This design comes from an exercise in tuning for a short achievable clock period and few clock cycles on the open sky130 flow, not from production work.
In this exercise RTL edits were held to simulation tests only and were not proved equivalent to the original.

==> build 73: inputs <==
==> flow/design.v <==
module rv32i_core (
    input               clk,
    input               rst,
    output logic [13:0] imem_addr,
    input        [31:0] imem_rdata,
    output logic [13:0] dmem_addr,
    output logic [3:0]  dmem_web,
    output logic [31:0] dmem_wdata,
    input        [31:0] dmem_rdata
);
logic [31:0] pc_f;
logic        btb_v   [0:15];
logic [9:0]  btb_tag [0:15];
logic [31:0] btb_tgt [0:15];
logic [1:0]  btb_ctr [0:15];
logic        u_en;
logic [3:0]  u_idx;
logic [9:0]  u_tag;
logic [31:0] u_tgt;
logic [1:0]  u_ctr;
logic        d_valid, d_hold, d_pt, d_hit;
logic [1:0]  d_ctr;
logic [31:0] d_pc, d_ptgt, d_ins;
logic        e_valid, e_pt, e_hit;
logic [1:0]  e_ctr;
logic [31:0] e_pc, e_ptgt, e_imm, e_rs1v, e_rs2v, e_bop, e_link;
logic        e_wen, e_ld, e_st, e_br, e_jal, e_jalr, e_ctrl, e_sub, e_sra, e_misnb;
logic        e_beq, e_bne, e_blt, e_bge, e_bltu, e_bgeu;
logic [4:0]  e_rd;
logic [2:0]  e_f3;
logic        e_r_add, e_r_sll, e_r_sr, e_r_slt, e_r_sltu, e_r_xor, e_r_or, e_r_and,
             e_r_imm, e_r_tgt, e_r_link;
logic        m_wen, m_ld, m_chk, m_force;
logic [4:0]  m_rd;
logic [2:0]  m_f3;
logic [1:0]  m_alo;
logic [31:0] m_res, m_atgt, m_ptgt;
logic        w_wen, w_ld;
logic [4:0]  w_rd;
logic [2:0]  w_f3;
logic [1:0]  w_alo;
logic [31:0] w_res;
logic [31:0] rf [1:31];
logic redirect_M, redirect_E, stall_D;
assign imem_addr = pc_f[15:2];
logic [15:0] f_sel;
logic        f_hit, f_pt;
logic [1:0]  f_ctr;
logic [31:0] f_btgt;
always_comb begin
  f_hit  = 1'b0;
  f_pt   = 1'b0;
  f_ctr  = 2'b00;
  f_btgt = 32'd0;
  for (int i = 0; i < 16; i++) begin
    f_sel[i] = btb_v[i] && (pc_f[5:2] == i[3:0]) && (btb_tag[i] == pc_f[15:6]);
    f_hit  = f_hit | f_sel[i];
    f_pt   = f_pt | (f_sel[i] & btb_ctr[i][1]);
    f_ctr  = f_ctr | ({2{f_sel[i]}} & btb_ctr[i]);
    f_btgt = f_btgt | ({32{f_sel[i]}} & btb_tgt[i]);
  end
end
wire [31:0] ins = d_hold ? d_ins : imem_rdata;
wire [4:0]  op  = ins[6:2];
wire [4:0]  rd  = ins[11:7];
wire [2:0]  f3  = ins[14:12];
wire [4:0]  rs1 = ins[19:15];
wire [4:0]  rs2 = ins[24:20];
wire is_lui   = (op == 5'b01101);
wire is_auipc = (op == 5'b00101);
wire is_jal   = (op == 5'b11011);
wire is_jalr  = (op == 5'b11001);
wire is_br    = (op == 5'b11000);
wire is_ld    = (op == 5'b00000);
wire is_st    = (op == 5'b01000);
wire is_opi   = (op == 5'b00100);
wire is_op    = (op == 5'b01100);
wire is_alu   = is_op | is_opi;
wire d_rdw   = (is_lui | is_auipc | is_jal | is_jalr | is_ld | is_opi | is_op) & (rd != 5'd0);
wire use_rs1 = is_jalr | is_br | is_ld | is_st | is_opi | is_op;
wire use_rs2 = is_br | is_st | is_op;
wire d_opimm = ~is_op & ~is_br;
logic [31:0] d_imm;
always_comb begin
  if (is_st)
    d_imm = {{21{ins[31]}}, ins[30:25], ins[11:7]};
  else if (is_br)
    d_imm = {{20{ins[31]}}, ins[7], ins[30:25], ins[11:8], 1'b0};
  else if (is_lui | is_auipc)
    d_imm = {ins[31:12], 12'b0};
  else if (is_jal)
    d_imm = {{12{ins[31]}}, ins[19:12], ins[20], ins[30:21], 1'b0};
  else
    d_imm = {{21{ins[31]}}, ins[30:20]};
end
logic [31:0] rf_a, rf_b;
always_comb begin
  rf_a = 32'd0;
  rf_b = 32'd0;
  for (int i = 1; i < 32; i++) begin
    rf_a = rf_a | ({32{rs1 == i[4:0]}} & rf[i]);
    rf_b = rf_b | ({32{rs2 == i[4:0]}} & rf[i]);
  end
end
wire a_e = e_wen & (e_rd == rs1);
wire a_m = ~a_e & m_wen & (m_rd == rs1);
wire a_w = ~a_e & ~a_m & w_wen & (w_rd == rs1);
wire a_r = ~a_e & ~a_m & ~a_w;
wire b_e = e_wen & (e_rd == rs2);
wire b_m = ~b_e & m_wen & (m_rd == rs2);
wire b_w = ~b_e & ~b_m & w_wen & (w_rd == rs2);
wire b_r = ~b_e & ~b_m & ~b_w;
wire lu_e = e_ld & e_wen & ((use_rs1 & (e_rd == rs1)) | (use_rs2 & (e_rd == rs2)));
wire lu_m = m_ld & m_wen & ((use_rs1 & (m_rd == rs1)) | (use_rs2 & (m_rd == rs2)));
wire [31:0] fa  = e_rs1v;
wire [31:0] fb  = e_rs2v;
wire [31:0] bop = e_bop;
wire [32:0] sum33 = {1'b0, fa} + {1'b0, bop ^ {32{e_sub}}} + {32'd0, e_sub};
wire [31:0] sum   = sum33[31:0];
wire        sltu  = ~sum33[32];
wire        slt   = (fa[31] ^ bop[31]) ? fa[31] : sltu;
wire [4:0]  sh    = bop[4:0];
wire [31:0] sll   = fa << sh;
wire [31:0] srx   = $signed({e_sra & fa[31], fa}) >>> sh;
wire [31:0] jtgt  = {sum[31:1], 1'b0};
wire [31:0] e_tgt = e_pc + e_imm;      
wire [31:0] e_res =
    ({32{e_r_add}}  & sum)  |
    ({32{e_r_sll}}  & sll)  |
    ({32{e_r_sr}}   & srx)  |
    ({32{e_r_slt}}  & {31'd0, slt})  |
    ({32{e_r_sltu}} & {31'd0, sltu}) |
    ({32{e_r_xor}}  & (fa ^ bop)) |
    ({32{e_r_or}}   & (fa | bop)) |
    ({32{e_r_and}}  & (fa & bop)) |
    ({32{e_r_imm}}  & e_imm) |
    ({32{e_r_tgt}}  & e_tgt) |
    ({32{e_r_link}} & e_link);
wire [32:0] cmp33 = {1'b0, fa} + {1'b0, ~fb} + 33'd1;
wire c_eq  = (fa == fb);
wire c_ltu = ~cmp33[32];
wire c_lt  = (fa[31] ^ fb[31]) ? fa[31] : c_ltu;
wire cond  = (e_beq & c_eq) | (e_bne & ~c_eq) | (e_blt & c_lt) | (e_bge & ~c_lt) |
             (e_bltu & c_ltu) | (e_bgeu & ~c_ltu);
wire e_taken = e_jal | e_jalr | cond;
wire e_mis   = e_br ? (cond ^ e_pt) : e_misnb;
wire [31:0] e_rtgt = e_pt ? e_link : e_tgt;
wire [31:0] e_atgt = e_jalr ? jtgt : e_tgt;
assign redirect_M = m_force | (m_chk & (m_atgt != m_ptgt));
assign redirect_E = e_valid & e_mis;
assign stall_D    = d_valid & (lu_e | lu_m);
wire [31:0] ld_sh = dmem_rdata >> {w_alo, 3'b000};
logic [31:0] ld_val;
always_comb begin
  case (w_f3)
    3'b000:  ld_val = {{24{ld_sh[7]}}, ld_sh[7:0]};
    3'b001:  ld_val = {{16{ld_sh[15]}}, ld_sh[15:0]};
    3'b100:  ld_val = {24'd0, ld_sh[7:0]};
    3'b101:  ld_val = {16'd0, ld_sh[15:0]};
    default: ld_val = dmem_rdata;
  endcase
end
wire [31:0] wb_data = w_ld ? ld_val : w_res;
wire [31:0] fwd_a = ({32{a_e}} & e_res) | ({32{a_m}} & m_res) | ({32{a_w}} & wb_data) | ({32{a_r}} & rf_a);
wire [31:0] fwd_b = ({32{b_e}} & e_res) | ({32{b_m}} & m_res) | ({32{b_w}} & wb_data) | ({32{b_r}} & rf_b);
always_ff @(posedge clk) begin
  if (rst)
    pc_f <= 32'd0;
  else if (redirect_M)
    pc_f <= m_atgt;
  else if (redirect_E)
    pc_f <= e_rtgt;
  else if (stall_D)
    pc_f <= pc_f;
  else if (f_pt)
    pc_f <= f_btgt;
  else
    pc_f <= pc_f + 32'd4;
end
always_ff @(posedge clk) begin
  if (rst) begin
    d_valid <= 1'b0;
    d_hold  <= 1'b0;
  end else begin
    d_valid <= ~(redirect_M | redirect_E);
    d_hold  <= stall_D & ~redirect_E & ~redirect_M;
  end
  d_ins <= ins;
  if (!stall_D) begin
    d_pc   <= pc_f;
    d_pt   <= f_pt;
    d_hit  <= f_hit;
    d_ctr  <= f_ctr;
    d_ptgt <= f_btgt;
  end
end
wire d_go = d_valid & ~redirect_E & ~redirect_M & ~stall_D;
always_ff @(posedge clk) begin
  if (rst) begin
    e_valid <= 1'b0;
    e_wen   <= 1'b0;
    e_ld    <= 1'b0;
    e_st    <= 1'b0;
  end else begin
    e_valid <= d_go;
    e_wen   <= d_go & d_rdw;
    e_ld    <= d_go & is_ld;
    e_st    <= d_go & is_st;
  end
  e_pc    <= d_pc;
  e_pt    <= d_pt;
  e_hit   <= d_hit;
  e_ctr   <= d_ctr;
  e_ptgt  <= d_ptgt;
  e_imm   <= d_imm;
  e_link  <= d_pc + 32'd4;
  e_rs1v  <= fwd_a;
  e_rs2v  <= fwd_b;
  e_bop   <= d_opimm ? d_imm : fwd_b;
  e_rd    <= rd;
  e_f3    <= f3;
  e_br    <= is_br;
  e_jal   <= is_jal;
  e_jalr  <= is_jalr;
  e_ctrl  <= is_br | is_jal | is_jalr;
  e_misnb <= is_jal ? ~d_pt : (~is_br & ~is_jalr & d_pt);
  e_beq   <= is_br & (f3 == 3'b000);
  e_bne   <= is_br & (f3 == 3'b001);
  e_blt   <= is_br & (f3 == 3'b100);
  e_bge   <= is_br & (f3 == 3'b101);
  e_bltu  <= is_br & (f3 == 3'b110);
  e_bgeu  <= is_br & (f3 == 3'b111);
  e_sub   <= (is_op & ins[30] & (f3 == 3'b000)) | (is_alu & (f3[2:1] == 2'b01));
  e_sra   <= ins[30];
  e_r_add  <= (is_alu & (f3 == 3'b000)) | is_ld | is_st;
  e_r_sll  <= is_alu & (f3 == 3'b001);
  e_r_slt  <= is_alu & (f3 == 3'b010);
  e_r_sltu <= is_alu & (f3 == 3'b011);
  e_r_xor  <= is_alu & (f3 == 3'b100);
  e_r_sr   <= is_alu & (f3 == 3'b101);
  e_r_or   <= is_alu & (f3 == 3'b110);
  e_r_and  <= is_alu & (f3 == 3'b111);
  e_r_imm  <= is_lui;
  e_r_tgt  <= is_auipc;
  e_r_link <= is_jal | is_jalr;
end
wire e_go = e_valid & ~redirect_M;
always_ff @(posedge clk) begin
  if (rst) begin
    m_wen    <= 1'b0;
    m_ld     <= 1'b0;
    m_chk    <= 1'b0;
    m_force  <= 1'b0;
    dmem_web <= 4'hF;
  end else begin
    m_wen   <= e_wen & ~redirect_M;
    m_ld    <= e_ld & ~redirect_M;
    m_chk   <= e_go & e_pt & e_taken;
    m_force <= e_go & e_jalr & ~e_pt;
    if (e_st & ~redirect_M)
      case (e_f3[1:0])
        2'b00:   dmem_web <= ~(4'b0001 << sum[1:0]);
        2'b01:   dmem_web <= sum[1] ? 4'b0011 : 4'b1100;
        default: dmem_web <= 4'b0000;
      endcase
    else
      dmem_web <= 4'hF;
  end
  m_rd    <= e_rd;
  m_f3    <= e_f3;
  m_alo   <= sum[1:0];
  m_res   <= e_res;
  m_atgt  <= e_atgt;
  m_ptgt  <= e_ptgt;
  dmem_addr <= sum[15:2];
  case (e_f3[1:0])
    2'b00:   dmem_wdata <= {4{fb[7:0]}};
    2'b01:   dmem_wdata <= {2{fb[15:0]}};
    default: dmem_wdata <= fb;
  endcase
end
always_ff @(posedge clk) begin
  if (rst) begin
    w_wen <= 1'b0;
    w_ld  <= 1'b0;
  end else begin
    w_wen <= m_wen;
    w_ld  <= m_ld;
  end
  w_rd  <= m_rd;
  w_f3  <= m_f3;
  w_alo <= m_alo;
  w_res <= m_res;
end
always_ff @(posedge clk) begin
  if (w_wen)
    rf[w_rd] <= wb_data;
end
always_ff @(posedge clk) begin
  if (rst)
    u_en <= 1'b0;
  else
    u_en <= e_go & e_ctrl & (e_taken | e_hit);
  u_idx <= e_pc[5:2];
  u_tag <= e_pc[15:6];
  u_tgt <= e_taken ? e_atgt : e_ptgt;
  if (e_taken)
    u_ctr <= ~e_hit ? 2'b11 : (e_ctr == 2'b11) ? 2'b11 : e_ctr + 2'b01;
  else
    u_ctr <= (e_ctr == 2'b00) ? 2'b00 : e_ctr - 2'b01;
end
always_ff @(posedge clk) begin
  for (int i = 0; i < 16; i++) begin
    if (rst)
      btb_v[i] <= 1'b0;
    else if (u_en && u_idx == i[3:0])
      btb_v[i] <= 1'b1;
    if (u_en && u_idx == i[3:0]) begin
      btb_tag[i] <= u_tag;
      btb_tgt[i] <= u_tgt;
      btb_ctr[i] <= u_ctr;
    end
  end
end
endmodule  
==> flow/flow/run.sh <==
#!/bin/bash
set -euo pipefail
bash standard.sh SETUP_SLACK_MARGIN=6.5 finish > standard_flow.log 2>&1
==> flow/standard.sh <==
#!/bin/bash
# synth_recipe.tcl (not shown) runs the flow's synth.tcl, then flattens the netlist and writes it again
# the make line also repeats each setting of config.mk as NAME=value (left out here)
make -C /OpenROAD-flow-scripts/flow DESIGN_CONFIG=/design/flow/config.mk WORK_HOME=/design/flow/orfs CLKGATE_MAP_FILE= SYNTH_SCRIPT=/design/flow/synth_recipe.tcl "${@:-finish}"
==> flow/config.mk <==
export PLATFORM = sky130hd
export DESIGN_NAME = rv32i_core
export DESIGN_NICKNAME = rv32i_core
export VERILOG_FILES = /design/flow/design.v
export SDC_FILE = /design/flow/constraint.sdc
export NUM_CORES = 4
export LEC_CHECK = 0
export CAP_MARGIN = 20
export CORE_MARGIN = 2
export CORE_UTILIZATION = 55
export PLACE_DENSITY = 0.7
export SLEW_MARGIN = 20
export TNS_END_PERCENT = 100
==> flow/constraint.sdc <==
create_clock -name core_clock -period 10.0 [get_ports {clk}]
set_input_delay 2.0000 -clock core_clock [delete_from_list [all_inputs] [get_ports {clk}]]
set_output_delay 2.0000 -clock core_clock [all_outputs]
set_load 0.01 [all_outputs]
==> inputs of trial 87, as changes to build 73 <==
--- a/flow/design.v
+++ b/flow/design.v
@@ -10,2 +10,3 @@
 );
+localparam bit STATIC_PRED = 1'b1;
 logic [31:0] pc_f;
@@ -25,3 +26,3 @@
 logic [1:0]  e_ctr;
-logic [31:0] e_pc, e_ptgt, e_imm, e_rs1v, e_rs2v, e_bop, e_link;
+logic [31:0] e_ptgt, e_imm, e_rs1v, e_rs2v, e_bop, e_tgt, e_link;
 logic        e_wen, e_ld, e_st, e_br, e_jal, e_jalr, e_ctrl, e_sub, e_sra, e_misnb;
@@ -29,2 +30,4 @@
 logic [4:0]  e_rd;
+logic [3:0]  e_tag_lo;
+logic [9:0]  e_tag_hi;
 logic [2:0]  e_f3;
@@ -43,21 +46,9 @@
 logic [31:0] rf [1:31];
-logic redirect_M, redirect_E, stall_D;
+logic redirect_M, redirect_E, stall_D, redirect_D;
 assign imem_addr = pc_f[15:2];
-logic [15:0] f_sel;
-logic        f_hit, f_pt;
-logic [1:0]  f_ctr;
-logic [31:0] f_btgt;
-always_comb begin
-  f_hit  = 1'b0;
-  f_pt   = 1'b0;
-  f_ctr  = 2'b00;
-  f_btgt = 32'd0;
-  for (int i = 0; i < 16; i++) begin
-    f_sel[i] = btb_v[i] && (pc_f[5:2] == i[3:0]) && (btb_tag[i] == pc_f[15:6]);
-    f_hit  = f_hit | f_sel[i];
-    f_pt   = f_pt | (f_sel[i] & btb_ctr[i][1]);
-    f_ctr  = f_ctr | ({2{f_sel[i]}} & btb_ctr[i]);
-    f_btgt = f_btgt | ({32{f_sel[i]}} & btb_tgt[i]);
-  end
-end
+wire [3:0]  f_idx  = pc_f[5:2];
+wire        f_hit  = btb_v[f_idx] && (btb_tag[f_idx] == pc_f[15:6]);
+wire [1:0]  f_ctr  = btb_ctr[f_idx];
+wire [31:0] f_btgt = btb_tgt[f_idx];
+wire        f_pt   = f_hit && f_ctr[1];
 wire [31:0] ins = d_hold ? d_ins : imem_rdata;
@@ -95,11 +86,5 @@
 end
-logic [31:0] rf_a, rf_b;
-always_comb begin
-  rf_a = 32'd0;
-  rf_b = 32'd0;
-  for (int i = 1; i < 32; i++) begin
-    rf_a = rf_a | ({32{rs1 == i[4:0]}} & rf[i]);
-    rf_b = rf_b | ({32{rs2 == i[4:0]}} & rf[i]);
-  end
-end
+wire [31:0] d_tgt = d_pc + d_imm;
+wire [31:0] rf_a = (rs1 == 5'd0) ? 32'd0 : rf[rs1];
+wire [31:0] rf_b = (rs2 == 5'd0) ? 32'd0 : rf[rs2];
 wire a_e = e_wen & (e_rd == rs1);
@@ -125,3 +110,2 @@
 wire [31:0] jtgt  = {sum[31:1], 1'b0};
-wire [31:0] e_tgt = e_pc + e_imm;      
 wire [31:0] e_res =
@@ -149,4 +133,7 @@
 assign redirect_M = m_force | (m_chk & (m_atgt != m_ptgt));
-assign redirect_E = e_valid & e_mis;
-assign stall_D    = d_valid & (lu_e | lu_m);
+assign redirect_E = e_valid & e_mis & ~redirect_M;
+assign stall_D    = d_valid & (lu_e | lu_m) & ~redirect_E & ~redirect_M;
+assign redirect_D = STATIC_PRED & d_valid & ~d_pt & (is_jal | (is_br & ins[31])) &
+                    ~(lu_e | lu_m) & ~redirect_E & ~redirect_M;
+wire   d_ptk      = d_pt | redirect_D;
 wire [31:0] ld_sh = dmem_rdata >> {w_alo, 3'b000};
@@ -174,2 +161,4 @@
     pc_f <= pc_f;
+  else if (redirect_D)
+    pc_f <= d_tgt;
   else if (f_pt)
@@ -184,4 +173,4 @@
   end else begin
-    d_valid <= ~(redirect_M | redirect_E);
-    d_hold  <= stall_D & ~redirect_E & ~redirect_M;
+    d_valid <= ~(redirect_M | redirect_E | redirect_D);
+    d_hold  <= stall_D;
   end
@@ -209,8 +198,10 @@
   end
-  e_pc    <= d_pc;
-  e_pt    <= d_pt;
+  e_tag_lo <= d_pc[5:2];
+  e_tag_hi <= d_pc[15:6];
+  e_pt    <= d_ptk;
   e_hit   <= d_hit;
   e_ctr   <= d_ctr;
-  e_ptgt  <= d_ptgt;
+  e_ptgt  <= redirect_D ? d_tgt : d_ptgt;
   e_imm   <= d_imm;
+  e_tgt   <= d_tgt;
   e_link  <= d_pc + 32'd4;
@@ -225,3 +216,3 @@
   e_ctrl  <= is_br | is_jal | is_jalr;
-  e_misnb <= is_jal ? ~d_pt : (~is_br & ~is_jalr & d_pt);
+  e_misnb <= is_jal ? ~d_ptk : (~is_br & ~is_jalr & d_ptk);
   e_beq   <= is_br & (f3 == 3'b000);
@@ -303,4 +294,4 @@
     u_en <= e_go & e_ctrl & (e_taken | e_hit);
-  u_idx <= e_pc[5:2];
-  u_tag <= e_pc[15:6];
+  u_idx <= e_tag_lo;
+  u_tag <= e_tag_hi;
   u_tgt <= e_taken ? e_atgt : e_ptgt;
--- a/flow/config.mk
+++ b/flow/config.mk
@@ -9,4 +9,4 @@
 export CORE_MARGIN = 2
-export CORE_UTILIZATION = 55
-export PLACE_DENSITY = 0.7
+export CORE_UTILIZATION = 40
+export PLACE_DENSITY = 0.6
 export SLEW_MARGIN = 20
==> comparison <==
Trial 87 produced a clean layout. Build 73 never finished: it broke off in global routing (5_1_grt) on GRT-0232. In trial 87 the synthesized cell count is larger than in build 73, by about 30%. Between trial 87 and build 73, the lower area after synthesis is in build 73 (gap about 6.6%, measured against build 73).
==> figures <==
Run status: trial 87 finished clean; build 73 aborted with a tool error
Failing step: trial 87 -; build 73 global routing (5_1_grt)
Area fraction in compound gates after synthesis: trial 87 12.30%; build 73 16.76%
Xor/xnor cell area share of the yosys netlist: trial 87 1.712%; build 73 3.035%
Adder-cell share of the synthesized area: trial 87 1.938%; build 73 2.065%
Netlist cell types: trial 87 97; build 73 116
Cells after synthesis: trial 87 9,946; build 73 7,572
Leading cell type by number of instances after synthesis: trial 87 sky130_fd_sc_hd__nand2_1; build 73 sky130_fd_sc_hd__edfxtp_1
Seq/Total Area, Yosys: trial 87 60.23%; build 73 63.81%
Starting utilization of the core area: trial 87 40.25%; build 73 55.32%
Basic-gate share of the synthesized area counting and, or, nand and nor cells: trial 87 16.81%; build 73 7.591%
HPWL after DPL: trial 87 251,600 um; build 73 260,000 um
Die Ht: trial 87 523.4 um; build 73 433.1 um
Row count: trial 87 190; build 73 157
Count of state elements after synthesis: trial 87 2,365; build 73 2,347
Placed cell area: trial 87 0.1138 mm^2; build 73 0.1074 mm^2
Number of instances resized during post-cts repair: trial 87 1,619; build 73 1,411
Syn Area/Cell: trial 87 10.85 um^2; build 73 13.38 um^2
Number of enable-type register cells in the synthesized netlist: trial 87 1,764; build 73 1,763
Clk sinks: trial 87 2,365; build 73 2,347
Die Wd: trial 87 523.4 um; build 73 433.1 um
Testbench counts of build 73, summed over its fixed seeds: cycles 76,868.
Testbench counts of trial 87, summed over its fixed seeds: cycles 75,716.

-- re-timing with driven ports --
The flow's constraints put no driver on any port. The routed layout listed below was extracted and timed again, unchanged, in two steps.
Step 1 sets driving cells, clkbuf_16 on the clock port and buf_2 on the other inputs (assumed; they add their load-dependent delay and slew).
Step 2 also shifts input and output timing later by t, the mid clock arrival at the registers, as if the neighbouring blocks saw the same clock.
a / b / c = ideal / step 1 / step 2; a / b = the first two.
run: trial 87
shift t [ns]: 1.010
setup slack, ns: 4.823 / 4.860 / 3.850
slew at the worst register clock pin (ns): 0.08 / 0.08
worst slew at a driven data input, ns: 0.08
cell pins on the clock port's net: 1
After both steps trial 87 still meets setup and hold. For trial 87, drivers alone change the setup slack by +0.037 ns; drivers and shift together by -0.973 ns.
